From an optimization exercise on the open Yosys and OpenROAD flow, aimed at small area, a short achievable clock period and few clock cycles; shortcuts taken in it are not production practice.
At most, simulation tests tie the RTL to the original design; equivalence was not proved.
Function not checked in run 4: the RTL went through the layout flow alone.
Power figures rest on the tool's default switching activity, not on a simulated workload.

--- design/flow/config.mk ---
export PLATFORM = sky130hd
export DESIGN_NAME = top_fsm
export DESIGN_NICKNAME = top_fsm
export VERILOG_FILES = /design/flow/design.v
export SDC_FILE = /design/flow/constraint.sdc
export NUM_CORES = 4
export LEC_CHECK = 0
export CAP_MARGIN = 20
export CORE_MARGIN = 2
export CORE_UTILIZATION = 75
export CTS_CLUSTER_DIAMETER = 80
export CTS_CLUSTER_SIZE = 30
export SETUP_SLACK_MARGIN = 1.5
export SLEW_MARGIN = 20
--- design/flow/constraint.sdc ---
create_clock -name core_clock -period 4.5 [get_ports {clk}]
set_input_delay 0.9000 -clock core_clock [delete_from_list [all_inputs] [get_ports {clk}]]
set_output_delay 0.9000 -clock core_clock [all_outputs]
set_load 0.01 [all_outputs]
--- design/flow/design.v ---
module ram_dp_async_read
#(parameter WIDTH = 8,
  parameter DEPTH = 16,
  parameter DEPTH_LOG = $clog2(DEPTH))
(
 input clk,
 input wr_n,
 input [DEPTH_LOG-1:0] addr_wr,
 input [DEPTH_LOG-1:0] addr_rd,
 input [WIDTH-1:0] data_wr,
 output [WIDTH-1:0] data_rd
);
    reg [WIDTH-1:0] ram [0:DEPTH-1];
    always @(posedge clk) begin
        if(wr_n) begin
            ram[addr_wr] <= data_wr;
        end
    end
    assign data_rd = ram[addr_rd];
endmodule
module top_fsm(
        input clk,
        input rst_n,
        input        ram_in_we,
        input [4 :0] ram_in_addr_wr,
        input [7 :0] ram_in_data_wr,
        input [3 :0] ram_out_addr_rd,
        output [15:0] ram_out_data_rd,
        input opmode_in,
        output reg done_out
);
    reg [7:0] ram_in [0:31];
    reg [15:0] ram_out [0:15];
    integer i, j;
    always @(posedge clk) begin
        if (ram_in_we)
            ram_in[ram_in_addr_wr] <= ram_in_data_wr;
    end
    always @(posedge clk) begin
        if (opmode_in)
            for (i = 0; i < 16; i = i + 1)
                ram_out[i] <= {ram_in[2*i], ram_in[2*i+1]};
    end
    reg [3:0]  sel_lo, sel_hi;
    reg [15:0] grp [0:3];
    reg [15:0] rd;
    always @(*) begin
        for (j = 0; j < 4; j = j + 1) begin
            sel_lo[j] = (ram_out_addr_rd[1:0] == j);
            sel_hi[j] = (ram_out_addr_rd[3:2] == j);
        end
        for (i = 0; i < 4; i = i + 1) begin
            grp[i] = 16'd0;
            for (j = 0; j < 4; j = j + 1)
                grp[i] = grp[i] | ({16{sel_lo[j]}} & ram_out[4*i+j]);
        end
        rd = 16'd0;
        for (i = 0; i < 4; i = i + 1)
            rd = rd | ({16{sel_hi[i]}} & grp[i]);
    end
    assign ram_out_data_rd = rd;
    always @(posedge clk or negedge rst_n) begin
        if (!rst_n)
            done_out <= 1'b0;
        else if (opmode_in)
            done_out <= 1'b1;
    end
endmodule
--- design/flow/run.sh ---
#!/bin/bash
# synth_recipe.tcl (not shown) runs the flow's synth.tcl, then flattens the netlist and writes it again
# the make line also repeats each setting of config.mk as NAME=value (left out here)
make -C /OpenROAD-flow-scripts/flow DESIGN_CONFIG=/design/flow/config.mk WORK_HOME=/design/flow/orfs CLKGATE_MAP_FILE= SYNTH_SCRIPT=/design/flow/synth_recipe.tcl finish
==> summary.md, run 1 <==
| Metric | Value |
|---|---|
| Leakage | 6.25 nW |
| WHS | 424 ps |
| Rows | 56 |
| Setup violations, final | 0 |
| Drt via density | 6.64 |
| Final period util | 0.717 |
| Vias in the first global route | 7448 |
| Seq/Total Area, Yosys | 0.876 |
| Status | finished clean |
| Hold-fix buffers at CTS | 0 |
| Cells after Synth | 697 |
| Clock slew at reported path FFs | 100 ps |
| Largest net degree at the start of global routing | 128 |
| Syn avg cell area | 25.2 µm² |
| FFs w/ async S/R, synth | 0.00195 |
| CP Capture Type | output pin |
| RSZ-0062 raised after global routing | true |
| Power per cell area | 411 nW/µm² |
| Clock Path Buffers | 3 |
| Fin nets | 806 |
| Register bit total from synthesis | 513 |
| Max-Cap Viols | 0 |
| CP top delay family | buffers and inverters |
| Placer congestion estimate | 0.739 |
| Die area | 24700 µm² |
| TritonRoute pass-1 iters | 5 |
| Syn_nets | 718 |
| Die height | 157 µm |
| Post-Route WL | 34200 µm |
| Worst path bufs/invs | 4 |
| Share of cells above drive strength 1 | 0.243 |
| Global-route wire length before repair | 49800 µm |
| CTS Root Cell | clkbuf_16 |
| Standard cell core area | 23300 µm² |
| Worst Hold Class | flop to flop |
| Initial DRC count | 951 |
| Max Slew Vio Count | 0 |
| Worst Path Max Fanout | 8 |
| CTS tree | built |
| Setup TNS | 0 ps |
| Critical path startpoint category | input port |
| WP data arrival | 2320 ps |
| CTS HTree Levels | 1 |
| CTS sink cnt | 513 |
| Setup WS pre-CTS | 493 ps |
| Initial core utilization | 0.756 |
| Worst slew margin | 0.311 |
| Num CTS Buffers | 21 |
| Distinct cell type count after synthesis | 22 |
| EDFF count, synth | 512 |
| Vias | 7382 |
| PortBufs | 37 |
| Largest stage delay, worst path | 550 ps |
| Worst setup margin | 1280 ps |
| Synthesized cell area | 17600 µm² |
| Residual DRC | 0 |
| HPWL Detailed | 17700 µm |
| Tot GR Track Use | 0.290 |
| Critical path required time | 3600 ps |
| Crit-path most repeated cell | buf_16 |
| Slowest cell on crit path | mux4_2 |
| Die Wd | 157 µm |
| IO Count | 38 |
| Yosys warns | 3 |
| Fmax | 310 MHz |
| DR WL/cell | 30.8 µm |
| Setup Crit Path Kind | input port to output pin |
| Minimum clock period | 3220 ps |
| Peak VDD IR | 0.473 mV |
| Worst-path cell chain | buf_16 > buf_16 > buf_12 > mux4_2 > a22oi_2 > nand2_1 > buf_2 |
| Antenna-violating nets left | 0 |
| FF-to-FF setup slack | 3680 ps |
| Synth Flop Type | edfxtp_1 |
| Antenna violations before repair | 0 |
| Worst slew pin tran | 1030 ps |
| Clock latency on the worst-skew pair | 560 ps |
| Layout area overhead | 10.9% |
| Final Hold Vio Count | 0 |
| GRT overflow | 0 |
| Antenna fix cells | 0 |
| Worst clock skew | 33.6 ps |
## per-stage QoR
stage               cells  utilization  area, µm²  power [mW]
floorplan             697            -      17600        5.64
global placement     1048        0.790      18400        5.84
detailed placement   1048        0.790      18400        5.86
CTS                  1111        0.839      19500        8.04
global route         1112        0.839      19500        8.21
finish               1112        0.839      19500        8.02
## registers in the layout, indices dropped and copies added (netlist names)
register,count
done_out,1
ram_in,256
ram_out,256
## per-layer routing
layer | global-route usage | vias up | share of wire
met5 | 0 | - | 0
met3 | 0.0416 | 57 | 0.084
li1 | - | 3054 | -
met4 | 0.0623 | 0 | 0.024
met2 | 0.489 | 460 | 0.51
met1 | 0.423 | 3811 | 0.38
## where the power goes
group	total, mW	internal, mW	switching (mW)
registers	5.38	5.35	0.0336
clock network	2.20	0.889	1.31
logic	0.444	0.185	0.259
## kinds of logic after synthesis
logic type,count (synthesis),share of synthesized area
AO/OA/AOI/OAI,32,0.0137
buffers and inverters,22,0.00968
flip-flops,513,0.876
multiplexers,64,0.0841
AND/OR/NAND/NOR,66,0.0169
## final cells by class
| class | count | area (µm²) |
|---|---|---|
| sequential | 513 | 15400 |
| fill | 984 | 3750 |
| multi-input combinational | 162 | 2130 |
| timing repair buffer | 87 | 986 |
| clock buffer | 29 | 556 |
| tap | 319 | 399 |
| clock inverter | 2 | 38.8 |
## cells in the mapped netlist (all sizes together), types with 2 or more instances
cell type / number / share of area
or3b: 3 / 0.0015
nand3: 2 / 0.00057
clkbuf: 6 / 0.0021
nand2: 17 / 0.0036
nor2: 34 / 0.0073
buf: 12 / 0.0054
edfxtp: 512 / 0.87
mux4: 64 / 0.084
nor2b: 2 / 0.00071
a22oi: 32 / 0.014
nand3b: 5 / 0.0021
dlygate4sd1: 3 / 0.0015
## layout by cell type, fill, tap and decap left out, drive strengths merged
cell / instances
dlygate4sd2: 2
clkdlybuf4s50: 12
dfrtp: 1
buf: 73
or3b: 3
nand3b: 5
nor2b: 2
mux4: 64
nor2: 34
clkbuf: 29
and2: 1
inv: 1
or3: 1
or2: 1
clkinv: 1
nand3: 2
edfxtp: 512
nand2: 17
a22oi: 32
## worst paths after layout
check                                   startpoint                  to  cells after the start
max in group asynchronous                    rst_n            done_out                      1
worst min register to register        ram_in[1][1]       ram_out[0][1]                      0
min in group asynchronous                    rst_n            done_out                      1
worst min-delay path                  ram_in[1][1]       ram_out[0][1]                      0
worst max-delay path            ram_out_addr_rd[0]  ram_out_data_rd[5]                      7
worst max register to register            done_out            done_out                      1
## what timing repair did
| action | CTS | global route |
|---|---|---|
| pin swaps | 31 | 2 |
| resized for setup | 131 | 3 |
| cloned | 6 | 0 |
| endpoints found under the setup margin | 16 | 16 |
| buffers inserted | 26 | 1 |
Testbench counts, summed over its fixed seeds: cycles 5,207.
==> inputs of run 2 (changes only) <==
==> design/flow/flow/run.sh (new file) <==
#!/bin/bash
# The standard layout (standard synthesis included), with the read port's
# pins grouped by flow/io.tcl. Make's full output goes to flow_make.log.
set -euo pipefail
W=$(pwd)
bash standard.sh IO_CONSTRAINTS="$W/flow/io.tcl" finish > "$W/flow_make.log" 2>&1
==> design/flow/flow/io.tcl (new file) <==
# Keep the read port's address inputs and data outputs together in the
# middle of the top edge, so that the combinational read path is short.
set names {}
for {set i 0} {$i < 4} {incr i} { lappend names "ram_out_addr_rd\[$i\]" }
for {set i 0} {$i < 16} {incr i} { lappend names "ram_out_data_rd\[$i\]" }
set_io_pin_constraint -pin_names $names -region top:60-100
==> design/flow/standard.sh (new file) <==
#!/bin/bash
# synth_recipe.tcl (not shown) runs the flow's synth.tcl, then flattens the netlist and writes it again
# the make line also repeats each setting of config.mk as NAME=value (left out here)
make -C /OpenROAD-flow-scripts/flow DESIGN_CONFIG=/design/flow/config.mk WORK_HOME=/design/flow/orfs CLKGATE_MAP_FILE= SYNTH_SCRIPT=/design/flow/synth_recipe.tcl "${@:-finish}"
removed: design/flow/run.sh
==> run 2 against run 1 <==
Via count up 4.3%. Sequential share of layout area down 0.59 points. Maximum frequency down 1.8%. Final cell count up 0.36%. Highest routed layer unchanged. Critical path depth unchanged. Global-route usage up 4.3 points. Sequential power about the same.
==> summary.md, run 2 <==
| Metric | Value |
|---|---|
| Clock Path Buffers | 3 (unchanged) |
| Most common cell in the synthesized netlist | edfxtp_1 (unchanged) |
| Most common cell after layout, fill and taps aside | edfxtp_1 (unchanged) |
| Post-Synth Adder-Cell Area | 0 (unchanged) |
| Worst clock skew | 36.2 ps (was 33.6 ps) |
| Register Area | 15400 µm² (unchanged) |
| WHS | 395 ps (was 424 ps) |
| Largest net degree at the start of global routing | 98 (was 128) |
| Die Wd | 157 µm (unchanged) |
| Clock share of power | 0.275 (was 0.274) |
| Minimum clock period | 3290 ps (was 3220 ps) |
| IO Count | 38 (unchanged) |
| Reg2Reg Launch Point | done_out (unchanged) |
| Antenna violations before repair | 0 (unchanged) |
| EDFF count, synth | 512 (unchanged) |
| Antenna-violating nets left | 0 (unchanged) |
| Largest family of logic cells by synthesized area | multiplexers (unchanged) |
| Final period util | 0.730 (was 0.717) |
| TritonRoute pass-1 iters | 5 (unchanged) |
| Filler Cell Count | 985 (was 984) |
| Internal power | 6.44 mW (was 6.42 mW) |
| Synth Flop Type | edfxtp_1 (unchanged) |
| Power per cell area | 413 nW/µm² (was 411 nW/µm²) |
| PortBufs | 37 (unchanged) |
| Synth Area in Compound Gates | 0.0137 (unchanged) |
| Met2 routed WL | 20500 µm (was 17500 µm) |
| Met3 WL | 3100 µm (was 2870 µm) |
| Antenna fix cells | 0 (unchanged) |
| CTS sink cnt | 513 (unchanged) |
| Dominant cells by area after synthesis | edfxtp_1 (87%), mux4_2 (6.9%), mux4_1 (1.5%) (unchanged) |
| WHS Path Cells | 0 (unchanged) |
| Register bit total from synthesis | 513 (unchanged) |
| Sequential power share | 0.665 (was 0.671) |
| Post-synthesis mux area share | 0.0841 (unchanged) |
| Xor-xnor portion of the synthesized cell area | 0 (unchanged) |
| Layout area overhead | 11.8% (was 10.9%) |
| RSZ-0062 raised after global routing | true (unchanged) |
| Max-Cap Viols | 0 (unchanged) |
| Die height | 157 µm (unchanged) |
| Clock latency on the worst-skew pair | 560 ps (about the same) |
| Gate power share | 0.060 (was 0.055) |
| DR WL/cell | 34.8 µm (was 30.8 µm) |
| CP Capture Type | output pin (unchanged) |
| Drt via density | 6.90 (was 6.64) |
| Residual DRC | 0 (unchanged) |
| Simple-gate share of the synthesized area | 0.0169 (unchanged) |
| FFs w/ async S/R, synth | 0.00195 (unchanged) |
| Worst Path Max Fanout | 8 (unchanged) |
| Peak VDD IR | 0.389 mV (was 0.473 mV) |
| Top Metal Used | met4 (unchanged) |
| Seq/Total Area, Yosys | 0.876 (unchanged) |
| Top Registers | ram_in (256), ram_out (256), done_out (1) (unchanged) |
| Initial DRC count | 1095 (was 951) |
| Die area | 24700 µm² (unchanged) |
| Vias in the first global route | 7862 (was 7448) |
| Tot GR Track Use | 0.334 (was 0.290) |
| Setup TNS | 0 ps (unchanged) |
| FF-to-FF setup slack | 3690 ps (was 3680 ps) |
| Reg2reg path depth | 1 (unchanged) |
| Cells after Synth | 697 (unchanged) |
| Clock slew at reported path FFs | 110 ps (was 100 ps) |
| Standard cell core area | 23300 µm² (unchanged) |
| Worst Hold Path EP | ram_out[5][12] (was ram_out[0][1]) |
| Switching power | 1.67 mW (was 1.60 mW) |
| Global-route wire length before repair | 55500 µm (was 49800 µm) |
| Yosys warns | 3 (unchanged) |
| Share of cells above drive strength 1 | 0.252 (was 0.243) |
| Synthesized cell area | 17600 µm² (unchanged) |
| Setup Crit Path Kind | input port to output pin (unchanged) |
| Area of the multi-input gates | 2160 µm² (was 2130 µm²) |
| Fmax | 304 MHz (was 310 MHz) |
| Setup violations, final | 0 (unchanged) |
| Dpl cells | 1049 (was 1048) |
| Placer congestion estimate | 0.782 (was 0.739) |
| Rows | 56 (unchanged) |
| CTS Root Cell | clkbuf_16 (unchanged) |
| Final Hold Vio Count | 0 (unchanged) |
| Syn avg cell area | 25.2 µm² (unchanged) |
| Critical path startpoint category | input port (unchanged) |
| WP data arrival | 2390 ps (was 2320 ps) |
| Fin nets | 810 (was 806) |
| Initial core utilization | 0.756 (unchanged) |
| Post-synth top area cell | edfxtp_1 (unchanged) |
| GRT overflow | 0 (unchanged) |
| Worst r2r dst | done_out (unchanged) |
| Yosys top cell area share | 0.874 (unchanged) |
| Placed Area | 18400 µm² (about the same) |
| Critical hold path startpoint | ram_in[10][4] (was ram_in[1][1]) |
| CTS tree | built (unchanged) |
| HPWL Detailed | 19600 µm (was 17700 µm) |
| Max Slew Vio Count | 0 (unchanged) |
| Worst slew pin tran | 1110 ps (was 1030 ps) |
| Status | finished clean (unchanged) |
| Syn_nets | 718 (unchanged) |
| M1 wire length | 13200 µm (was 13000 µm) |
| CTS HTree Levels | 1 (unchanged) |
| Net Sw Frac | 0.206 (was 0.199) |
| Post-Route WL | 38800 µm (was 34200 µm) |
| Most frequent cells in the layout | edfxtp_1 (512), mux4_2 (61), nor2_1 (34), a22oi_2 (30), buf_4 (23) (was edfxtp_1 (512), mux4_2 (63), nor2_1 (34), a22oi_2 (29), buf_4 (25)) |
| Vias | 7703 (was 7382) |
| Fin area | 19700 µm² (was 19500 µm²) |
| Leakage | 6.30 nW (was 6.25 nW) |
| Critical path required time | 3600 ps (about the same) |
| Num CTS Buffers | 21 (unchanged) |
| Commonest cells in the netlist | edfxtp_1 (512), mux4_2 (54), nor2_1 (34), a22oi_1 (32), nand2_1 (17) (unchanged) |
| Distinct cell type count after synthesis | 22 (unchanged) |
| Non-Filler Instances | 1116 (was 1112) |
| Worst slew margin | 0.259 (was 0.311) |
| Worst Hold Class | flop to flop (unchanged) |
[run 2: cell counts after synthesis]
No cell type changed its count.
[run 2: final cells by class]
cell class                      count  area share
Clock buffer                       29      0.0283
Timing Repair Buffer               91      0.0561
Tap cell                          319      0.0203
Clock inverter                      2     0.00197
Multi-Input combinational cell    162       0.110
Sequential cell                   513       0.783
[run 2: power groups by stage]
stage / logic (mW) / registers, mW / clock network (mW)
2_1_floorplan: 0.166 / 5.47 / 0
3_3_place_gp: 0.380 / 5.48 / 0
3_5_place_dp: 0.388 / 5.49 / 0
4_1_cts: 0.473 / 5.39 / 2.22
5_1_grt: 0.507 / 5.40 / 2.36
6_report: 0.490 / 5.39 / 2.23
[run 2: critical path: stages]
cell and delay [ps]:
buf_16 170, buf_16 170, buf_12 110, mux4_2 570, a22oi_2 190, nand2_1 100, buf_2 150
[run 2: metal layers]
metal  vias up  global-route usage
li1       3061                   -
met1      4000               0.435
met2       533               0.577
met3       109              0.0452
met4         0               0.148
met5         -                   0
[run 2: repair_timing]
| action | CTS | global route |
|---|---|---|
| hold buffers | 0 | 0 |
| endpoints found under the hold margin | 0 | 0 |
| setup buffers | 27 | 2 |
| pin swaps | 35 | 12 |
| gates resized for setup | 138 | 8 |
| setup endpoints to repair | 16 | 16 |
| gates cloned | 7 | 0 |
[run 2: worst max path at each step]
stage                                   from             endpoint  cells past startpoint
after global routing      ram_out_addr_rd[0]   ram_out_data_rd[8]                      7
after floorplan           ram_out_addr_rd[0]  ram_out_data_rd[10]                      5
after detailed placement  ram_out_addr_rd[0]   ram_out_data_rd[2]                      6
final                     ram_out_addr_rd[0]   ram_out_data_rd[8]                      7
after CTS                 ram_out_addr_rd[0]  ram_out_data_rd[14]                      7
after global placement    ram_out_addr_rd[0]   ram_out_data_rd[2]                      6
[run 2: cell families after synthesis]
kind of cell           after synthesis
DFF                                513
and+or+nand+nor                     66
muxes                               64
buffers and inverters               22
AOI/OAI and AO/OA                   32
[run 2: metrics by stage]
stage                     worst slack, ps   util  power, mW
final                                1210  0.845       8.11
after global routing                 1200  0.845       8.27
after CTS                            1240  0.843       8.08
after detailed placement              659  0.790       5.88
after global placement                623  0.790       5.86
after floorplan                      1570      -       5.64
==> inputs of run 3 (changes only) <==
==> design/flow/flow/run.sh (replaced) <==
#!/bin/bash
# The standard layout (standard synthesis included), with one extra step
# after floorplan (flow/downsize.tcl): every logic cell starts from the
# smallest size of its function before placement and timing repair.
# Make's full output goes to flow_make.log; each step's own log is under
# orfs/logs.
set -euo pipefail
W=$(pwd)
bash standard.sh POST_FLOORPLAN_TCL="$W/flow/downsize.tcl" finish > "$W/flow_make.log" 2>&1
==> design/flow/flow/downsize.tcl (new file) <==
# After floorplan: move every logic cell (not the flip-flops) to the
# smallest-area cell of the same function, so that the timing repair that
# follows starts from minimum sizes and upsizes only where timing needs it.
set n 0
set saved 0.0
foreach inst [get_cells *] {
  set master [get_property $inst ref_name]
  if {[string match "*df*" $master]} continue
  if {![regexp {^(sky130_fd_sc_hd__[a-z0-9]+)_([0-9]+)$} $master -> base drv]} continue
  set a0 [get_property [get_lib_cells $master] area]
  set best $master
  set besta $a0
  foreach lc [get_lib_cells ${base}_*] {
    set c [get_name $lc]
    if {![regexp "^${base}_\[0-9\]+\$" $c]} continue
    set a [get_property $lc area]
    if {$a < $besta} { set besta $a; set best $c }
  }
  if {$best ne $master} {
    replace_cell [get_full_name $inst] $best
    incr n
    set saved [expr {$saved + $a0 - $besta}]
  }
}
puts "downsize: $n cells moved to their smallest size, [format %.1f $saved] um2"
removed: design/flow/flow/io.tcl
==> run 3 against run 2 <==
Routed wire length decreased by 12%. Sequential power about the same. Non-clock buffer count is 9 lower. Critical path depth fell by 1.
==> summary.md, run 3 <==
| Metric | Value |
|---|---|
| Status | finished clean (unchanged) |
| Final Hold Vio Count | 0 (unchanged) |
| Distinct cell type count after synthesis | 22 (unchanged) |
| DR WL/cell | 30.8 µm (was 34.8 µm) |
| Simple-gate share of the synthesized area | 0.0169 (unchanged) |
| Reg2Reg Launch Point | done_out (unchanged) |
| Register Area | 15400 µm² (unchanged) |
| Rows | 56 (unchanged) |
| Vias in the first global route | 7489 (was 7862) |
| Tot GR Track Use | 0.289 (was 0.334) |
| Critical path required time | 3600 ps (about the same) |
| Post-Synth Adder-Cell Area | 0 (unchanged) |
| Initial core utilization | 0.756 (unchanged) |
| Minimum clock period | 3290 ps (about the same) |
| Fin nets | 801 (was 810) |
| Global-route wire length before repair | 49500 µm (was 55500 µm) |
| Antenna-violating nets left | 0 (unchanged) |
| Most frequent cells in the layout | edfxtp_1 (512), mux4_2 (64), nor2_1 (34), buf_4 (26), a22oi_2 (24) (was edfxtp_1 (512), mux4_2 (61), nor2_1 (34), a22oi_2 (30), buf_4 (23)) |
| Worst r2r dst | done_out (unchanged) |
| Power per cell area | 412 nW/µm² (was 413 nW/µm²) |
| Area of the multi-input gates | 2100 µm² (was 2160 µm²) |
| CTS Root Cell | clkbuf_16 (unchanged) |
| Yosys warns | 3 (unchanged) |
| Standard cell core area | 23300 µm² (unchanged) |
| Vias | 7377 (was 7703) |
| Xor-xnor portion of the synthesized cell area | 0 (unchanged) |
| CTS HTree Levels | 1 (unchanged) |
| Synth Flop Type | edfxtp_1 (unchanged) |
| Yosys top cell area share | 0.874 (unchanged) |
| IO Count | 38 (unchanged) |
| Drt via density | 6.68 (was 6.90) |
| Die Wd | 157 µm (unchanged) |
| Register bit total from synthesis | 513 (unchanged) |
| CTS tree | built (unchanged) |
| RSZ-0062 raised after global routing | true (unchanged) |
| Residual DRC | 0 (unchanged) |
| Num CTS Buffers | 21 (unchanged) |
| Critical path startpoint category | input port (unchanged) |
| EDFF count, synth | 512 (unchanged) |
| Leakage | 6.20 nW (was 6.30 nW) |
| Top Registers | ram_in (256), ram_out (256), done_out (1) (unchanged) |
| Final period util | 0.730 (about the same) |
| Worst clock skew | 29.0 ps (was 36.2 ps) |
| Crit. Startpoint | ram_out_addr_rd[0] (unchanged) |
| TritonRoute pass-1 iters | 6 (was 5) |
| Post-Route WL | 34000 µm (was 38800 µm) |
| FF-to-FF setup slack | 3640 ps (was 3690 ps) |
| Syn avg cell area | 25.2 µm² (unchanged) |
| Clock slew at reported path FFs | 100 ps (was 110 ps) |
| Clock latency on the worst-skew pair | 540 ps (was 560 ps) |
| Most common cell after layout, fill and taps aside | edfxtp_1 (unchanged) |
| Reg2reg path depth | 1 (unchanged) |
| Dominant cells by area after synthesis | edfxtp_1 (87%), mux4_2 (6.9%), mux4_1 (1.5%) (unchanged) |
| Max Slew Vio Count | 0 (unchanged) |
| Commonest cells in the netlist | edfxtp_1 (512), mux4_2 (54), nor2_1 (34), a22oi_1 (32), nand2_1 (17) (unchanged) |
| Setup TNS | 0 ps (unchanged) |
| Worst slew margin | 0.262 (was 0.259) |
| Post-synthesis mux area share | 0.0841 (unchanged) |
| Seq/Total Area, Yosys | 0.876 (unchanged) |
| Worst Hold Class | flop to flop (unchanged) |
| Synthesized cell area | 17600 µm² (unchanged) |
| Final Core Density | 0.834 (was 0.845) |
| Worst slew pin tran | 1100 ps (was 1110 ps) |
| Setup Crit Path Kind | input port to output pin (unchanged) |
| Largest family of logic cells by synthesized area | multiplexers (unchanged) |
| CTS sink cnt | 513 (unchanged) |
| Synth Area in Compound Gates | 0.0137 (unchanged) |
| Crit path capture | ram_out_data_rd[6] (was ram_out_data_rd[8]) |
| Fmax | 304 MHz (about the same) |
| Syn_nets | 718 (unchanged) |
| Peak VDD IR | 0.464 mV (was 0.389 mV) |
| Clock Path Buffers | 3 (unchanged) |
| WP data arrival | 2390 ps (about the same) |
| Share of cells above drive strength 1 | 0.233 (was 0.252) |
| Placer congestion estimate | 0.757 (was 0.782) |
| Antenna violations before repair | 0 (unchanged) |
| HPWL Detailed | 17200 µm (was 19600 µm) |
| GRT overflow | 0 (unchanged) |
| FFs w/ async S/R, synth | 0.00195 (unchanged) |
| Critical hold path startpoint | ram_in[12][0] (was ram_in[10][4]) |
| Initial DRC count | 851 (was 1095) |
| CP Capture Type | output pin (unchanged) |
| Cells after Synth | 697 (unchanged) |
| Post-synth top area cell | edfxtp_1 (unchanged) |
| Die height | 157 µm (unchanged) |
| PortBufs | 37 (unchanged) |
| Max-Cap Viols | 0 (unchanged) |
| Antenna fix cells | 0 (unchanged) |
| Filler Cell Count | 1018 (was 985) |
| Worst Path Max Fanout | 8 (unchanged) |
| Most common cell in the synthesized netlist | edfxtp_1 (unchanged) |
| Die area | 24700 µm² (unchanged) |
| Layout area overhead | 10.3% (was 11.8%) |
| Largest net degree at the start of global routing | 135 (was 98) |
| Setup violations, final | 0 (unchanged) |
run 3: cell counts after synthesis:
Identical to the previous run, type by type.
run 3: per-stage QoR:
| step | worst slack, ps | area (µm²) | hold slack [ps] | total power, mW | std cells |
|---|---|---|---|---|---|
| floorplan | 1570 | 17600 | 400 | 5.64 | 697 |
| finish | 1210 | 19400 | 410 | 7.99 | 1105 |
| global route | 1180 | 19400 | 418 | 8.18 | 1105 |
| detailed placement | 541 | 18400 | 405 | 5.86 | 1052 |
| CTS | 1280 | 19300 | 398 | 7.98 | 1100 |
| global placement | 592 | 18400 | 400 | 5.84 | 1052 |
run 3: worst min path at each step:
stage / cells past startpoint / slack, ps / to
after global placement: 0 / 400 / ram_out[7][1]
final: 0 / 410 / ram_out[6][8]
after CTS: 0 / 400 / ram_out[7][14]
after detailed placement: 0 / 400 / ram_out[0][13]
after global routing: 0 / 420 / ram_out[6][8]
after floorplan: 0 / 400 / ram_out[0][0]
run 3: cell type report:
class	instances	area share
Sequential cell	513	0.794
Multi-Input combinational cell	162	0.108
Timing Repair Buffer	82	0.0469
Clock buffer	28	0.0285
Tap cell	319	0.0206
Clock inverter	1	0.00155
run 3: worst max-delay path, cell delays in order:
cell and delay, ps:
buf_16 140, buf_12 150, mux4_2 520, a22oi_2 340
nand2_1 140, buf_2 170
run 3: metal layers:
| layer | wire length [µm] | GRT usage | vias to the layer above |
|---|---|---|---|
| li1 | - | - | 3036 |
| met1 | 12300 | 0.407 | 3805 |
| met2 | 17600 | 0.494 | 464 |
| met3 | 3070 | 0.0427 | 72 |
| met4 | 1020 | 0.0801 | 0 |
| met5 | 0 | 0 | - |
run 3: timing repair:
item,CTS,global route
hold buffers,0,0
setup endpoints to repair,16,16
cloned,5,0
pin swaps,26,12
resized for setup,107,7
setup buffers,14,5
run 3: cells by family (layout without fill, tap and decap cells):
family	after synthesis	after routing
compound gates	32	32
buf+inv	22	111
flops	513	513
mux	64	64
simple gates	66	66
run 3: power breakdown:
group          internal (mW)  switching, mW  total, mW  leakage [nW]
clock                  0.882           1.30       2.18         0.278
sequential              5.35         0.0345       5.38          4.82
combinational          0.178          0.249      0.426          1.11
total                   6.41           1.58       7.99          6.20
==> inputs of run 4 (changes only) <==
--- a/design/flow/design.v
+++ b/design/flow/design.v
@@ -19,4 +19,22 @@
     assign data_rd = ram[addr_rd];
 endmodule
+module rd_inv(input a, output y);
+    assign y = ~a;
+endmodule
+module rd_nand2(input a, input b, output y);
+    assign y = ~(a & b);
+endmodule
+module rd_nor2(input a, input b, output y);
+    assign y = ~(a | b);
+endmodule
+module rd_aoi22(input a1, input a2, input b1, input b2, output y);
+    assign y = ~((a1 & a2) | (b1 & b2));
+endmodule
+module rd_nand4(input a, input b, input c, input d, output y);
+    assign y = ~(a & b & c & d);
+endmodule
+module rd_or2(input a, input b, output y);
+    assign y = a | b;
+endmodule
 module top_fsm(
         input clk,
@@ -32,5 +50,5 @@
     reg [7:0] ram_in [0:31];
     reg [15:0] ram_out [0:15];
-    integer i, j;
+    integer i;
     always @(posedge clk) begin
         if (ram_in_we)
@@ -42,22 +60,33 @@
                 ram_out[i] <= {ram_in[2*i], ram_in[2*i+1]};
     end
-    reg [3:0]  sel_lo, sel_hi;
-    reg [15:0] grp [0:3];
-    reg [15:0] rd;
-    always @(*) begin
-        for (j = 0; j < 4; j = j + 1) begin
-            sel_lo[j] = (ram_out_addr_rd[1:0] == j);
-            sel_hi[j] = (ram_out_addr_rd[3:2] == j);
+    wire [3:0]  a = ram_out_addr_rd;
+    wire [3:0]  an;
+    wire [3:0]  pre_lo_n, pre_hi_n;
+    wire [15:0] sel;
+    genvar k, b, p;
+    generate
+        for (k = 0; k < 4; k = k + 1) begin : g_inv
+            rd_inv u_inv (.a(a[k]), .y(an[k]));
         end
-        for (i = 0; i < 4; i = i + 1) begin
-            grp[i] = 16'd0;
-            for (j = 0; j < 4; j = j + 1)
-                grp[i] = grp[i] | ({16{sel_lo[j]}} & ram_out[4*i+j]);
+        for (k = 0; k < 4; k = k + 1) begin : g_pre
+            rd_nand2 u_lo (.a(k[1] ? a[1] : an[1]), .b(k[0] ? a[0] : an[0]), .y(pre_lo_n[k]));
+            rd_nand2 u_hi (.a(k[1] ? a[3] : an[3]), .b(k[0] ? a[2] : an[2]), .y(pre_hi_n[k]));
         end
-        rd = 16'd0;
-        for (i = 0; i < 4; i = i + 1)
-            rd = rd | ({16{sel_hi[i]}} & grp[i]);
-    end
-    assign ram_out_data_rd = rd;
+        for (k = 0; k < 16; k = k + 1) begin : g_sel
+            rd_nor2 u_sel (.a(pre_hi_n[k / 4]), .b(pre_lo_n[k % 4]), .y(sel[k]));
+        end
+        for (b = 0; b < 16; b = b + 1) begin : g_bit
+            wire [7:0] pair_n;
+            wire [1:0] half;
+            for (p = 0; p < 8; p = p + 1) begin : g_pair
+                rd_aoi22 u_pair (.a1(sel[2*p]),   .a2(ram_out[2*p][b]),
+                                 .b1(sel[2*p+1]), .b2(ram_out[2*p+1][b]),
+                                 .y(pair_n[p]));
+            end
+            rd_nand4 u_h0 (.a(pair_n[0]), .b(pair_n[1]), .c(pair_n[2]), .d(pair_n[3]), .y(half[0]));
+            rd_nand4 u_h1 (.a(pair_n[4]), .b(pair_n[5]), .c(pair_n[6]), .d(pair_n[7]), .y(half[1]));
+            rd_or2   u_out (.a(half[0]), .b(half[1]), .y(ram_out_data_rd[b]));
+        end
+    endgenerate
     always @(posedge clk or negedge rst_n) begin
         if (!rst_n)
==> design/flow/run.sh (new file) <==
#!/bin/bash
# synth_recipe.tcl (not shown) runs the flow's synth.tcl, then flattens the netlist and writes it again
# the make line also repeats each setting of config.mk as NAME=value (left out here)
make -C /OpenROAD-flow-scripts/flow DESIGN_CONFIG=/design/flow/config.mk WORK_HOME=/design/flow/orfs CLKGATE_MAP_FILE= SYNTH_SCRIPT=/design/flow/synth_recipe.tcl finish
--- a/design/flow/config.mk
+++ b/design/flow/config.mk
@@ -13,2 +13,3 @@
 export SETUP_SLACK_MARGIN = 1.5
 export SLEW_MARGIN = 20
+export SYNTH_HIERARCHICAL = 1
removed: design/flow/flow/run.sh
removed: design/flow/flow/downsize.tcl
removed: design/flow/standard.sh
==> run 4 against run 3 <==
Clock skew down 1.2 ps. Synthesized area up 0.56%. Worst hold slack worse by 18 ps. Setup slack better by 32 ps. Total power down 0.13%. Final area up 3.2%.
==> summary.md, run 4 <==
| Metric | Value |
|---|---|
| Worst clock skew | 27.8 ps (was 29.0 ps) |
| Largest net degree at the start of global routing | 97 (was 135) |
| Filler Cell Count | 903 (was 1018) |
| Fmax | 307 MHz (was 304 MHz) |
| Power per cell area | 399 nW/µm² (was 412 nW/µm²) |
| DR WL/cell | 30.4 µm (was 30.8 µm) |
| Minimum clock period | 3250 ps (was 3290 ps) |
| FF-to-FF setup slack | 3720 ps (was 3640 ps) |
| Switching power | 1.61 mW (was 1.58 mW) |
| Sequential power share | 0.676 (was 0.674) |
| Most frequent cells in the layout | edfxtp_1 (512), a22oi_2 (128), nand4_1 (33), buf_4 (27) (was edfxtp_1 (512), mux4_2 (64), nor2_1 (34), buf_4 (26), a22oi_2 (24)) |
| Dominant cells by area after synthesis | edfxtp_1 (87%), a22oi_2 (9.1%), nand4_1 (1.2%) (was edfxtp_1 (87%), mux4_2 (6.9%), mux4_1 (1.5%)) |
| Syn avg cell area | 23.0 µm² (was 25.2 µm²) |
| Setup WS pre-CTS | 57.7 ps (was 541 ps) |
| Worst Hold Path EP | ram_out[7][13] (was ram_out[6][8]) |
| CTS tree | built (unchanged) |
| Hold-fix buffers at CTS | 0 (unchanged) |
| CP Capture Type | output pin (unchanged) |
| CTS Root Cell | clkbuf_16 (unchanged) |
| Die area | 24800 µm² (was 24700 µm²) |
| Worst setup margin | 1250 ps (was 1210 ps) |
| Residual DRC | 0 (unchanged) |
| Drt via density | 6.72 (was 6.68) |
| Tot GR Track Use | 0.310 (was 0.289) |
| Reg2reg path depth | 1 (unchanged) |
| Standard cell core area | 23300 µm² (about the same) |
| Top Registers | ram_in (256), ram_out (256), done_out (1) (unchanged) |
| CTS HTree Levels | 1 (unchanged) |
| Final Hold Vio Count | 0 (unchanged) |
| Num CTS Buffers | 21 (unchanged) |
| Antenna-violating nets left | 0 (unchanged) |
| Clock share of power | 0.276 (was 0.273) |
| Antenna violations before repair | 1 (was 0) |
| Syn_nets | 789 (was 718) |
| Initial DRC count | 942 (was 851) |
| Gate power share | 0.049 (was 0.053) |
| Seq/Total Area, Yosys | 0.871 (was 0.876) |
| Worst slew margin | 0.232 (was 0.262) |
| Status | finished clean (unchanged) |
| Setup Crit Path Kind | input port to output pin (unchanged) |
| Initial core utilization | 0.758 (was 0.756) |
| WHS Path Cells | 0 (unchanged) |
| Final period util | 0.723 (was 0.730) |
| Share of cells above drive strength 1 | 0.304 (was 0.233) |
| Register bit total from synthesis | 513 (unchanged) |
| Yosys warns | 9 (was 3) |
| Rows | 56 (unchanged) |
| Vias | 8153 (was 7377) |
| Yosys top cell area share | 0.869 (was 0.874) |
| Worst r2r dst | done_out (unchanged) |
| Post-Route WL | 36900 µm (was 34000 µm) |
| Critical path startpoint category | input port (unchanged) |
| Worst Path Max Fanout | 5 (was 8) |
| Most common cell after layout, fill and taps aside | edfxtp_1 (unchanged) |
| Global-route wire length before repair | 53500 µm (was 49500 µm) |
| PortBufs | 37 (unchanged) |
| FFs w/ async S/R, synth | 0.00195 (unchanged) |
| Most common cell in the synthesized netlist | edfxtp_1 (unchanged) |
| Placer congestion estimate | 0.821 (was 0.757) |
| Die height | 158 µm (was 157 µm) |
| EDFF count, synth | 512 (unchanged) |
| Post-synth top area cell | edfxtp_1 (unchanged) |
| WP data arrival | 2350 ps (was 2390 ps) |
| Setup violations, final | 0 (unchanged) |
| Leakage | 6.23 nW (was 6.20 nW) |
| Crit. Startpoint | ram_out_addr_rd[0] (unchanged) |
| Fin area | 20000 µm² (was 19400 µm²) |
| Antenna fix cells | 0 (unchanged) |
| Setup TNS | 0 ps (unchanged) |
| Worst slew pin tran | 1150 ps (was 1100 ps) |
| Cells after Synth | 768 (was 697) |
| Die Wd | 158 µm (was 157 µm) |
| Synth Flop Type | edfxtp_1 (unchanged) |
| IO Count | 38 (unchanged) |
| Distinct cell type count after synthesis | 18 (was 22) |
| Critical hold path startpoint | ram_in[14][5] (was ram_in[12][0]) |
| Layout area overhead | 13.2% (was 10.3%) |
| Commonest cells in the netlist | edfxtp_1 (512), a22oi_2 (128), nor2_1 (40), nand4_1 (33), or2_1 (16) (was edfxtp_1 (512), mux4_2 (54), nor2_1 (34), a22oi_1 (32), nand2_1 (17)) |
| Clock slew at reported path FFs | 100 ps (about the same) |
| TritonRoute pass-1 iters | 8 (was 6) |
| Net Sw Frac | 0.202 (was 0.198) |
| Critical path required time | 3600 ps (about the same) |
| GRT overflow | 0 (unchanged) |
| Clock Path Buffers | 3 (unchanged) |
| Max Slew Vio Count | 0 (unchanged) |
| Vias in the first global route | 8164 (was 7489) |
| Placed Area | 18700 µm² (was 18400 µm²) |
| Internal power | 6.37 mW (was 6.41 mW) |
| Fin nets | 909 (was 801) |
| HPWL Detailed | 19800 µm (was 17200 µm) |
| RSZ-0062 raised after global routing | true (unchanged) |
| Reg2Reg Launch Point | done_out (unchanged) |
| Max-Cap Viols | 0 (unchanged) |
| CTS sink cnt | 513 (unchanged) |
| Peak VDD IR | 0.404 mV (was 0.464 mV) |
| Clock latency on the worst-skew pair | 530 ps (was 540 ps) |
| Worst Hold Class | flop to flop (unchanged) |
| Synthesized cell area | 17700 µm² (was 17600 µm²) |
[run 4: logic make-up after synthesis]
family,share of synthesized area
buffers and inverters,0.00219
AND/OR/NAND/NOR,0.0364
AO/OA/AOI/OAI,0.0906
flip-flops,0.871
[run 4: timing repair]
| action | 4_1_cts | 5_1_grt |
|---|---|---|
| setup endpoints to repair | 16 | 16 |
| pin swaps | 95 | 21 |
| gates resized for setup | 149 | 4 |
| cloned | 6 | 0 |
| setup buffers | 34 | 0 |
[run 4: how the worst max path moves through the flow]
stage | end | slack, ps | depth (start not counted)
floorplan | ram_out_data_rd[0] | 1510 | 6
global placement | ram_out_data_rd[12] | -5 | 8
finish | ram_out_data_rd[4] | 1250 | 10
CTS | ram_out_data_rd[12] | 1300 | 10
detailed placement | ram_out_data_rd[12] | 60 | 8
global route | ram_out_data_rd[4] | 1220 | 10
[run 4: per-module statistics from Yosys, one instance, submodules excluded]
| module | area [µm²] | times used | flip-flops and latches | cells |
|---|---|---|---|---|
| rd_nand4 | 6.26 | 32 | 0 | 1 |
| rd_inv | 3.75 | 4 | 0 | 1 |
| rd_nor2 | 3.75 | 16 | 0 | 1 |
| rd_aoi22 | 12.5 | 128 | 0 | 1 |
| top_fsm | 15700 | 1 | 513 | 564 |
| rd_or2 | 6.26 | 16 | 0 | 1 |
| rd_nand2 | 3.75 | 8 | 0 | 1 |
[run 4: critical path, stage by stage]
cell and delay, ps:
buf_12 100, inv_8 50, nand2_8 90, buf_12 100, nor2_4 50, buf_6 140
a22oi_2 210, nand4_1 260, or2_1 290, buf_2 140
[run 4: layout make-up]
cell class / count / area [µm²] / area share
repair buffers: 101 / 1170 / 0.0584
well taps: 319 / 399 / 0.0199
clock buffers: 29 / 556 / 0.0278
clock inverters: 1 / 30.0 / 0.00150
inverters: 4 / 32.5 / 0.00163
multi-input cells: 247 / 2430 / 0.121
flip-flops and latches: 513 / 15400 / 0.769
[run 4: per-stage QoR]
step	instances	hold WS (ps)	power, mW	utilization
final	1214	392	7.98	0.858
after global routing	1214	407	8.16	0.858
after detailed placement	1144	405	5.84	0.802
after CTS	1214	392	7.97	0.858
after floorplan	768	400	5.62	-
after global placement	1144	400	5.82	0.802
[run 4: per-layer routing]
layer | wire length, µm | global-route usage | vias to the layer above | part of all wire
li1 | - | - | 3421 | -
met1 | 14200 | 0.442 | 4188 | 0.38
met2 | 18900 | 0.527 | 468 | 0.51
met3 | 2900 | 0.0352 | 76 | 0.079
met4 | 919 | 0.0779 | 0 | 0.025
met5 | 0 | 0 | - | 0
[run 4: power groups by stage]
stage          Combinational (mW)  Sequential, mW  Clock (mW)
2_1_floorplan               0.128            5.49           0
3_3_place_gp                0.331            5.49           0
3_5_place_dp                0.341            5.50           0
4_1_cts                     0.379            5.39        2.20
5_1_grt                     0.408            5.40        2.34
6_report                    0.389            5.39        2.20
==> inputs of run 5 (changes only) <==
--- a/design/flow/design.v
+++ b/design/flow/design.v
@@ -30,10 +30,4 @@
 module rd_aoi22(input a1, input a2, input b1, input b2, output y);
     assign y = ~((a1 & a2) | (b1 & b2));
-endmodule
-module rd_nand4(input a, input b, input c, input d, output y);
-    assign y = ~(a & b & c & d);
-endmodule
-module rd_or2(input a, input b, output y);
-    assign y = a | b;
 endmodule
 module top_fsm(
@@ -78,5 +72,6 @@
         for (b = 0; b < 16; b = b + 1) begin : g_bit
             wire [7:0] pair_n;
-            wire [1:0] half;
+            wire [3:0] quad;
+            wire [1:0] half_n;
             for (p = 0; p < 8; p = p + 1) begin : g_pair
                 rd_aoi22 u_pair (.a1(sel[2*p]),   .a2(ram_out[2*p][b]),
@@ -84,7 +79,11 @@
                                  .y(pair_n[p]));
             end
-            rd_nand4 u_h0 (.a(pair_n[0]), .b(pair_n[1]), .c(pair_n[2]), .d(pair_n[3]), .y(half[0]));
-            rd_nand4 u_h1 (.a(pair_n[4]), .b(pair_n[5]), .c(pair_n[6]), .d(pair_n[7]), .y(half[1]));
-            rd_or2   u_out (.a(half[0]), .b(half[1]), .y(ram_out_data_rd[b]));
+            for (p = 0; p < 4; p = p + 1) begin : g_quad
+                rd_nand2 u_quad (.a(pair_n[2*p]), .b(pair_n[2*p+1]), .y(quad[p]));
+            end
+            for (p = 0; p < 2; p = p + 1) begin : g_half
+                rd_nor2 u_half (.a(quad[2*p]), .b(quad[2*p+1]), .y(half_n[p]));
+            end
+            rd_nand2 u_out (.a(half_n[0]), .b(half_n[1]), .y(ram_out_data_rd[b]));
         end
     endgenerate
==> run 5 against run 4 <==
Still clean on timing, DRC and antenna. Synthesized area increased by 0.68%. Global-route usage is 1.3 points lower. Die area grew 0.66%. Utilization increased by 1.3 points.
==> summary.md, run 5 <==
| Metric | Value |
|---|---|
| Register bit total from synthesis | 513 (unchanged) |
| Dominant cells by area after synthesis | edfxtp_1 (86%), a22oi_2 (9.0%), nand2_1 (1.9%) (was edfxtp_1 (87%), a22oi_2 (9.1%), nand4_1 (1.2%)) |
| Post-Synth Adder-Cell Area | 0 (unchanged) |
| Initial core utilization | 0.761 (was 0.758) |
| Filler Cell Count | 922 (was 903) |
| Max-Cap Viols | 0 (unchanged) |
| Antenna fix cells | 0 (unchanged) |
| Placer congestion estimate | 0.850 (was 0.821) |
| Fmax | 316 MHz (was 307 MHz) |
| Peak VDD IR | 0.500 mV (was 0.404 mV) |
| Xor-xnor portion of the synthesized cell area | 0 (unchanged) |
| CP top delay family | buffers and inverters (was simple AND/OR/NAND/NOR gates) |
| Worst Hold Class | flop to flop (unchanged) |
| Residual DRC | 0 (unchanged) |
| Largest net degree at the start of global routing | 100 (was 97) |
| CP Capture Type | output pin (unchanged) |
| WP data arrival | 2260 ps (was 2350 ps) |
| Max Slew Vio Count | 0 (unchanged) |
| Initial DRC count | 1108 (was 942) |
| Post-synthesis mux area share | 0 (unchanged) |
| Antenna violations before repair | 0 (was 1) |
| FF-to-FF setup slack | 3720 ps (about the same) |
| Reg2Reg Launch Point | done_out (unchanged) |
| Largest family of logic cells by synthesized area | compound AO/OA/AOI/OAI gates (unchanged) |
| Worst slew pin tran | 1080 ps (was 1150 ps) |
| Commonest cells in the netlist | edfxtp_1 (512), a22oi_2 (128), nand2_1 (90), nor2_1 (72), nor3_1 (7) (was edfxtp_1 (512), a22oi_2 (128), nor2_1 (40), nand4_1 (33), or2_1 (16)) |
| Setup Crit Path Kind | input port to output pin (unchanged) |
| Cells after Synth | 832 (was 768) |
| Synth Area in Compound Gates | 0.0900 (was 0.0906) |
| Most common cell after layout, fill and taps aside | edfxtp_1 (unchanged) |
| Drt via density | 6.51 (was 6.72) |
| WHS Path Cells | 0 (unchanged) |
| Register Area | 15400 µm² (unchanged) |
| Layout area overhead | 14.5% (was 13.2%) |
| Critical hold path startpoint | ram_in[2][3] (was ram_in[14][5]) |
| EDFF count, synth | 512 (unchanged) |
| Seq/Total Area, Yosys | 0.865 (was 0.871) |
| Die Wd | 158 µm (about the same) |
| Worst path bufs/invs | 5 (unchanged) |
| Share of cells above drive strength 1 | 0.323 (was 0.304) |
| Setup WS pre-CTS | 0.655 ps (was 57.7 ps) |
| HPWL Detailed | 21100 µm (was 19800 µm) |
| Standard cell core area | 23400 µm² (was 23300 µm²) |
| Synthesized cell area | 17800 µm² (was 17700 µm²) |
| Yosys top cell area share | 0.864 (was 0.869) |
| Post-Route WL | 36300 µm (was 36900 µm) |
| Simple-gate share of the synthesized area | 0.0429 (was 0.0364) |
| Worst Path Max Fanout | 6 (was 5) |
| RSZ-0062 raised after global routing | true (unchanged) |
| Final period util | 0.702 (was 0.723) |
| Most frequent cells in the layout | edfxtp_1 (512), a22oi_2 (128), nand2_1 (65), nor2_1 (36), buf_4 (30) (was edfxtp_1 (512), a22oi_2 (128), nand4_1 (33), buf_4 (27)) |
| Fin nets | 982 (was 909) |
| Power per cell area | 393 nW/µm² (was 399 nW/µm²) |
| Minimum clock period | 3160 ps (was 3250 ps) |
| Power, Total | 8.02 mW (was 7.98 mW) |
| Num CTS Buffers | 21 (unchanged) |
| Worst-path cell chain | buf_12 > inv_8 > nand2_4 > buf_6 > nor2_4 > bufbuf_16 > a22oi_2 > nand2_1 > nor2_2 > nand2_1 > buf_6 (was buf_12 > inv_8 > nand2_8 > buf_12 > nor2_4 > buf_6 > a22oi_2 > nand4_1 > or2_1 > buf_2) |
| CTS sink cnt | 513 (unchanged) |
| CTS Root Cell | clkbuf_16 (unchanged) |
| Critical path startpoint category | input port (unchanged) |
| Largest stage delay, worst path | 280 ps (was 290 ps) |
| Setup violations, final | 0 (unchanged) |
| Vias | 8381 (was 8153) |
| Post-synth top area cell | edfxtp_1 (unchanged) |
| Clock slew at reported path FFs | 70 ps (was 100 ps) |
| Critical path required time | 3600 ps (about the same) |
| Most common cell in the synthesized netlist | edfxtp_1 (unchanged) |
| Rows | 56 (unchanged) |
| Antenna-violating nets left | 0 (unchanged) |
| Synth Flop Type | edfxtp_1 (unchanged) |
| Reg2reg path depth | 1 (unchanged) |
| PortBufs | 37 (unchanged) |
| Area of the multi-input gates | 2680 µm² (was 2430 µm²) |
| Die area | 25000 µm² (was 24800 µm²) |
| Syn avg cell area | 21.4 µm² (was 23.0 µm²) |
| FFs w/ async S/R, synth | 0.00195 (unchanged) |
| DR WL/cell | 28.2 µm (was 30.4 µm) |
| GRT overflow | 0 (unchanged) |
| Syn_nets | 853 (was 789) |
| CTS tree | built (unchanged) |
| Clock Path Buffers | 3 (unchanged) |
| Distinct cell type count after synthesis | 17 (was 18) |
| TritonRoute pass-1 iters | 5 (was 8) |
| Clock latency on the worst-skew pair | 550 ps (was 530 ps) |
| Tot GR Track Use | 0.296 (was 0.310) |
| Global-route wire length before repair | 52200 µm (was 53500 µm) |
| Leakage | 6.64 nW (was 6.23 nW) |
| IO Count | 38 (unchanged) |
| Vias in the first global route | 8408 (was 8164) |
| Worst slew margin | 0.280 (was 0.232) |
| Yosys warns | 9 (unchanged) |
| Final Hold Vio Count | 0 (unchanged) |
| Slowest cell on crit path | bufbuf_16 (was or2_1) |
| Die height | 158 µm (about the same) |
| Worst r2r dst | done_out (unchanged) |
| Worst Hold Path EP | ram_out[1][11] (was ram_out[7][13]) |
| Worst setup margin | 1340 ps (was 1250 ps) |
| Top Registers | ram_in (256), ram_out (256), done_out (1) (unchanged) |
| CTS HTree Levels | 1 (unchanged) |
| Status | finished clean (unchanged) |
| Worst clock skew | 30.6 ps (was 27.8 ps) |
run 5: changes by cell type after synthesis:
cell / change
nand2_1: +80
nand4_1: -32
nor2_1: +32
or2_1: -16
run 5: where the power goes:
group / switching, mW / total, mW / internal (mW)
Sequential: 0.0436 / 5.39 / 5.35
Clock: 1.32 / 2.21 / 0.886
Combinational: 0.269 / 0.416 / 0.147
run 5: layout make-up:
cell class              count  area share
clock buffers              28      0.0271
clock inverters             2     0.00190
inverters                   4     0.00172
multi-input cells         311       0.132
flip-flops and latches    513       0.756
well taps                 319      0.0196
repair buffers            110      0.0624
run 5: cells by family (layout without fill, tap and decap cells):
family	Yosys count	after routing
AOI/OAI and AO/OA	128	128
buffers and inverters	8	144
DFF	513	513
and+or+nand+nor	183	183
run 5: timing repair:
item / 4_1_cts / 5_1_grt
cloned: 1 / 1
pin swaps: 79 / 39
buffers inserted: 42 / 3
setup endpoints to repair: 16 / 16
resized for setup: 179 / 25
hold buffers: 0 / 0
run 5: per-module statistics from Yosys, one instance, submodules excluded:
module / cells inside / flip-flops and latches / copies in the design / area [µm²]
top_fsm: 564 / 513 / 1 / 15700
rd_nand2: 1 / 0 / 88 / 3.75
rd_nor2: 1 / 0 / 48 / 3.75
rd_inv: 1 / 0 / 4 / 3.75
rd_aoi22: 1 / 0 / 128 / 12.5
run 5: worst max-delay path by stage:
stage	start	endpoint	slack, ps	cells past startpoint
global placement	ram_out_addr_rd[1]	ram_out_data_rd[13]	-20	9
floorplan	ram_out_addr_rd[3]	ram_out_data_rd[0]	1530	7
CTS	ram_out_addr_rd[2]	ram_out_data_rd[0]	1400	12
detailed placement	ram_out_addr_rd[1]	ram_out_data_rd[9]	0.7	9
global route	ram_out_addr_rd[2]	ram_out_data_rd[0]	1320	12
finish	ram_out_addr_rd[2]	ram_out_data_rd[5]	1340	11
run 5: metrics by stage:
stage	setup TNS, ps	utilization	hold WS (ps)	instance area [µm²]	cells
finish	0	0.871	422	20400	1287
global route	0	0.871	430	20400	1287
CTS	0	0.864	419	20200	1283
detailed placement	0	0.806	405	18900	1210
global placement	-20.0	0.805	400	18800	1209
floorplan	0	-	400	17900	832
run 5: metal layers:
| metal | GRT usage | routed length, µm | vias up |
|---|---|---|---|
| li1 | - | - | 3572 |
| met4 | 0.0905 | 956 | 0 |
| met3 | 0.0285 | 3110 | 59 |
| met1 | 0.425 | 13500 | 4265 |
| met5 | 0 | 0 | - |
| met2 | 0.500 | 18700 | 485 |
Testbench counts of run 5, summed over its fixed seeds: cycles 5,207.
==> inputs of run 6 (changes only) <==
==> design/flow/flow/run.sh (new file) <==
#!/bin/bash
# The standard layout (standard synthesis included), with one extra step
# after floorplan (flow/downsize.tcl): every logic cell starts from the
# smallest size of its function before placement and timing repair.
# Make's full output goes to flow_make.log; each step's own log is under
# orfs/logs.
set -euo pipefail
W=$(pwd)
bash standard.sh POST_FLOORPLAN_TCL="$W/flow/downsize.tcl" finish > "$W/flow_make.log" 2>&1
==> design/flow/flow/downsize.tcl (new file) <==
# After floorplan: move every logic cell (not the flip-flops) to the
# smallest-area cell of the same function, so that the timing repair that
# follows starts from minimum sizes and upsizes only where timing needs it.
set n 0
set saved 0.0
foreach inst [get_cells *] {
  set master [get_property $inst ref_name]
  if {[string match "*df*" $master]} continue
  if {![regexp {^(sky130_fd_sc_hd__[a-z0-9]+)_([0-9]+)$} $master -> base drv]} continue
  set a0 [get_property [get_lib_cells $master] area]
  set best $master
  set besta $a0
  foreach lc [get_lib_cells ${base}_*] {
    set c [get_name $lc]
    if {![regexp "^${base}_\[0-9\]+\$" $c]} continue
    set a [get_property $lc area]
    if {$a < $besta} { set besta $a; set best $c }
  }
  if {$best ne $master} {
    replace_cell [get_full_name $inst] $best
    incr n
    set saved [expr {$saved + $a0 - $besta}]
  }
}
puts "downsize: $n cells moved to their smallest size, [format %.1f $saved] um2"
==> design/flow/standard.sh (new file) <==
#!/bin/bash
# synth_recipe.tcl (not shown) runs the flow's synth.tcl, then flattens the netlist and writes it again
# the make line also repeats each setting of config.mk as NAME=value (left out here)
make -C /OpenROAD-flow-scripts/flow DESIGN_CONFIG=/design/flow/config.mk WORK_HOME=/design/flow/orfs CLKGATE_MAP_FILE= SYNTH_SCRIPT=/design/flow/synth_recipe.tcl "${@:-finish}"
--- a/design/flow/config.mk
+++ b/design/flow/config.mk
@@ -8,5 +8,5 @@
 export CAP_MARGIN = 20
 export CORE_MARGIN = 2
-export CORE_UTILIZATION = 75
+export CORE_UTILIZATION = 65
 export CTS_CLUSTER_DIAMETER = 80
 export CTS_CLUSTER_SIZE = 30
removed: design/flow/run.sh
==> run 6 against run 5 <==
Still clean. Critical path depth stayed put. Clock power barely moved. First-iteration DRC count is 22% lower. Critical endpoint is now ram_out_data_rd[3].
==> summary.md, run 6 <==
| Metric | Value |
|---|---|
| Rows | 60 (was 56) |
| Max-Cap Viols | 0 (unchanged) |
| Largest stage delay, worst path | 270 ps (was 280 ps) |
| Antenna violations before repair | 0 (unchanged) |
| Switching power | 1.62 mW (was 1.63 mW) |
| CTS Root Cell | clkbuf_16 (unchanged) |
| WP data arrival | 2210 ps (was 2260 ps) |
| Yosys top cell area share | 0.864 (unchanged) |
| TritonRoute pass-1 iters | 5 (unchanged) |
| Dpl cells | 1243 (was 1210) |
| Fin nets | 995 (was 982) |
| Distinct cell type count after synthesis | 17 (unchanged) |
| Worst slew pin tran | 1010 ps (was 1080 ps) |
| Dominant cells by area after synthesis | edfxtp_1 (86%), a22oi_2 (9.0%), nand2_1 (1.9%) (unchanged) |
| Final Core Density | 0.742 (was 0.871) |
| Leakage | 6.65 nW (was 6.64 nW) |
| Gate power share | 0.049 (was 0.052) |
| Antenna-violating nets left | 0 (unchanged) |
| Final Hold Vio Count | 0 (unchanged) |
| Global-route wire length before repair | 50500 µm (was 52200 µm) |
| WHS | 408 ps (was 422 ps) |
| Initial DRC count | 862 (was 1108) |
| Initial core utilization | 0.661 (was 0.761) |
| DR WL/cell | 25.9 µm (was 28.2 µm) |
| Minimum clock period | 3110 ps (was 3160 ps) |
| CTS tree | built (unchanged) |
| Largest net degree at the start of global routing | 118 (was 100) |
| CTS HTree Levels | 1 (unchanged) |
| Post-synth top area cell | edfxtp_1 (unchanged) |
| CP Capture Type | output pin (unchanged) |
| Vias in the first global route | 8152 (was 8408) |
| Slowest cell on crit path | a22oi_2 (was bufbuf_16) |
| Yosys warns | 9 (unchanged) |
| Sequential power share | 0.674 (was 0.673) |
| Critical path startpoint category | input port (unchanged) |
| Num CTS Buffers | 21 (unchanged) |
| Placer congestion estimate | 0.784 (was 0.850) |
| Worst slew margin | 0.325 (was 0.280) |
| Filler Cell Count | 1505 (was 922) |
| Clock slew at reported path FFs | 110 ps (was 70 ps) |
| Internal power | 6.37 mW (was 6.38 mW) |
| Most common cell in the synthesized netlist | edfxtp_1 (unchanged) |
| Worst-path cell chain | buf_12 > inv_8 > nand2_8 > nor2_4 > buf_12 > buf_6 > a22oi_2 > nand2_1 > nor2_1 > nand2_1 > buf_2 (was buf_12 > inv_8 > nand2_4 > buf_6 > nor2_4 > bufbuf_16 > a22oi_2 > nand2_1 > nor2_2 > nand2_1 > buf_6) |
| Syn_nets | 853 (unchanged) |
| Net Sw Frac | 0.203 (was 0.204) |
| Max Slew Vio Count | 0 (unchanged) |
| Clock Path Buffers | 3 (unchanged) |
| Post-Route WL | 34300 µm (was 36300 µm) |
| Peak VDD IR | 0.407 mV (was 0.500 mV) |
| Worst clock skew | 29.7 ps (was 30.6 ps) |
| EDFF count, synth | 512 (unchanged) |
| Syn avg cell area | 21.4 µm² (unchanged) |
| Top Registers | ram_in (256), ram_out (256), done_out (1) (unchanged) |
| Register bit total from synthesis | 513 (unchanged) |
| IO Count | 38 (unchanged) |
| Fmax | 321 MHz (was 316 MHz) |
| Non-Filler Instances | 1325 (was 1287) |
| Cells after Synth | 832 (unchanged) |
| Most common cell after layout, fill and taps aside | edfxtp_1 (unchanged) |
| RSZ-0062 raised after global routing | true (unchanged) |
| Worst Hold Class | flop to flop (unchanged) |
| Die height | 170 µm (was 158 µm) |
| Residual DRC | 0 (unchanged) |
| Share of cells above drive strength 1 | 0.257 (was 0.323) |
| HPWL Detailed | 20700 µm (was 21100 µm) |
| Drt via density | 6.09 (was 6.51) |
| Most frequent cells in the layout | edfxtp_1 (512), nand2_1 (70), a22oi_1 (69), a22oi_2 (59), buf_4 (51) (was edfxtp_1 (512), a22oi_2 (128), nand2_1 (65), nor2_1 (36), buf_4 (30)) |
| Clock latency on the worst-skew pair | 550 ps (about the same) |
| Setup Crit Path Kind | input port to output pin (unchanged) |
| Final period util | 0.691 (was 0.702) |
| Status | finished clean (unchanged) |
| Die Wd | 170 µm (was 158 µm) |
| Commonest cells in the netlist | edfxtp_1 (512), a22oi_2 (128), nand2_1 (90), nor2_1 (72), nor3_1 (7) (unchanged) |
| FFs w/ async S/R, synth | 0.00195 (unchanged) |
| Hold-fix buffers at CTS | 0 (unchanged) |
| Setup violations, final | 0 (unchanged) |
| PortBufs | 37 (unchanged) |
| Worst Path Max Fanout | 5 (was 6) |
| Die area | 28700 µm² (was 25000 µm²) |
| Layout area overhead | 12.4% (was 14.5%) |
| GRT overflow | 0 (unchanged) |
| Tot GR Track Use | 0.245 (was 0.296) |
| Synthesized cell area | 17800 µm² (unchanged) |
| CP top delay family | buffers and inverters (unchanged) |
| Vias | 8071 (was 8381) |
| Critical path required time | 3600 ps (about the same) |
| Seq/Total Area, Yosys | 0.865 (unchanged) |
| Power per cell area | 399 nW/µm² (was 393 nW/µm²) |
| Clock share of power | 0.277 (was 0.275) |
| Synth Flop Type | edfxtp_1 (unchanged) |
| Standard cell core area | 27000 µm² (was 23400 µm²) |
| CTS sink cnt | 513 (unchanged) |
| Worst path bufs/invs | 5 (unchanged) |
## run 6: cell families (layout without fill, tap and decap cells)
kind of cell,Yosys count,in the layout,synth area share
buffers and inverters,8,159,0.00218
AO/OA/AOI/OAI,128,128,0.0900
other,0,1,0
flip-flops,513,513,0.865
AND/OR/NAND/NOR,183,183,0.0429
## run 6: power groups by stage
stage / clock network [mW] / registers, mW / logic (mW)
finish: 2.21 / 5.38 / 0.392
floorplan: 0 / 5.49 / 0.133
CTS: 2.26 / 5.38 / 0.388
detailed placement: 0 / 5.49 / 0.325
global placement: 0 / 5.48 / 0.317
global route: 2.42 / 5.39 / 0.420
## run 6: metal layers
| metal | track usage | wire [µm] |
|---|---|---|
| met1 | 0.351 | 14200 |
| met2 | 0.400 | 17000 |
| met3 | 0.0478 | 2430 |
| met4 | 0.0613 | 631 |
| met5 | 0 | 0 |
## run 6: cell type report
class	count	area [µm²]	area share
Sequential cell	513	15400	0.770
Antenna cell	1	2.50	0.000125
Tap cell	341	427	0.0213
Clock buffer	29	556	0.0278
Clock inverter	3	42.5	0.00213
Multi-Input combinational cell	311	2350	0.117
Timing Repair Buffer	123	1190	0.0594
Inverter	4	45.0	0.00225
## run 6: final timing paths
| kind | from | cells after the start | endpoint | slack (ps) |
|---|---|---|---|---|
| setup / recovery | ram_out_addr_rd[1] | 11 | ram_out_data_rd[3] | 1390 |
| hold / removal | ram_in[10][0] | 0 | ram_out[5][8] | 410 |
| setup reg to reg | done_out | 1 | done_out | 3720 |
| hold reg to reg | ram_in[10][0] | 0 | ram_out[5][8] | 410 |
| max in group asynchronous | rst_n | 1 | done_out | 3920 |
| min in group asynchronous | rst_n | 1 | done_out | 490 |
## run 6: per-stage QoR
step                      instance area (µm²)  TNS [ps]  power, mW  setup WS (ps)
after floorplan                         17900         0       5.62           1530
after global placement                  18200         0       5.80           47.5
after detailed placement                18200     -4.52       5.81          -4.52
after CTS                               19900         0       8.03           1400
after global routing                    20000         0       8.23           1330
final                                   20000         0       7.99           1390
## run 6: Yosys stat by module (local to each module, per instance)
module	cells	flops+latches
rd_aoi22	1	0
rd_inv	1	0
rd_nand2	1	0
rd_nor2	1	0
top_fsm	564	513
## run 6: timing repair
item                                    4_1_cts  5_1_grt
buffers inserted                             46        2
pin swaps                                    88       18
endpoints found under the setup margin       16       16
gates resized for setup                     283       11
gates cloned                                  1        0

[what the ideal ports hide]
The flow's constraints put no driver on any port. The routed layouts listed below were extracted and timed again, unchanged, in two steps.
Step 1 sets driving cells, clkbuf_16 on the clock port and buf_2 on the other inputs (assumed; they add their load-dependent delay and slew).
Step 2, shift: input delay + t, output delay - t, t = (earliest + latest rising clock arrival at the registers) / 2. This alone moves slack from input paths to output paths.
Slacks: no drivers / after step 1 / after step 2; pairs: no drivers / after step 1.
run | t, ns | slack for setup (ns) | hold slack, ns
run 1 | 0.592 | 1.275 / 1.051 / 1.051 | 0.424 / 0.424 / 0.424
run 2 | 0.597 | 1.215 / 1.129 / 1.088 | 0.395 / 0.395 / 0.395
run 3 | 0.576 | 1.215 / 1.097 / 1.097 | 0.410 / 0.410 / 0.410
run 4 | 0.576 | 1.246 / 1.168 / 1.033 | 0.392 / 0.392 / 0.392
run 5 | 0.589 | 1.340 / 1.268 / 1.145 | 0.422 / 0.422 / 0.422
run 6 | 0.587 | 1.389 / 1.317 / 1.024 | 0.408 / 0.408 / 0.408
After both steps setup and hold are still met in every run listed. For run 6, which loses most, drivers alone change the setup slack by -0.072 ns; drivers and shift together by -0.365 ns.
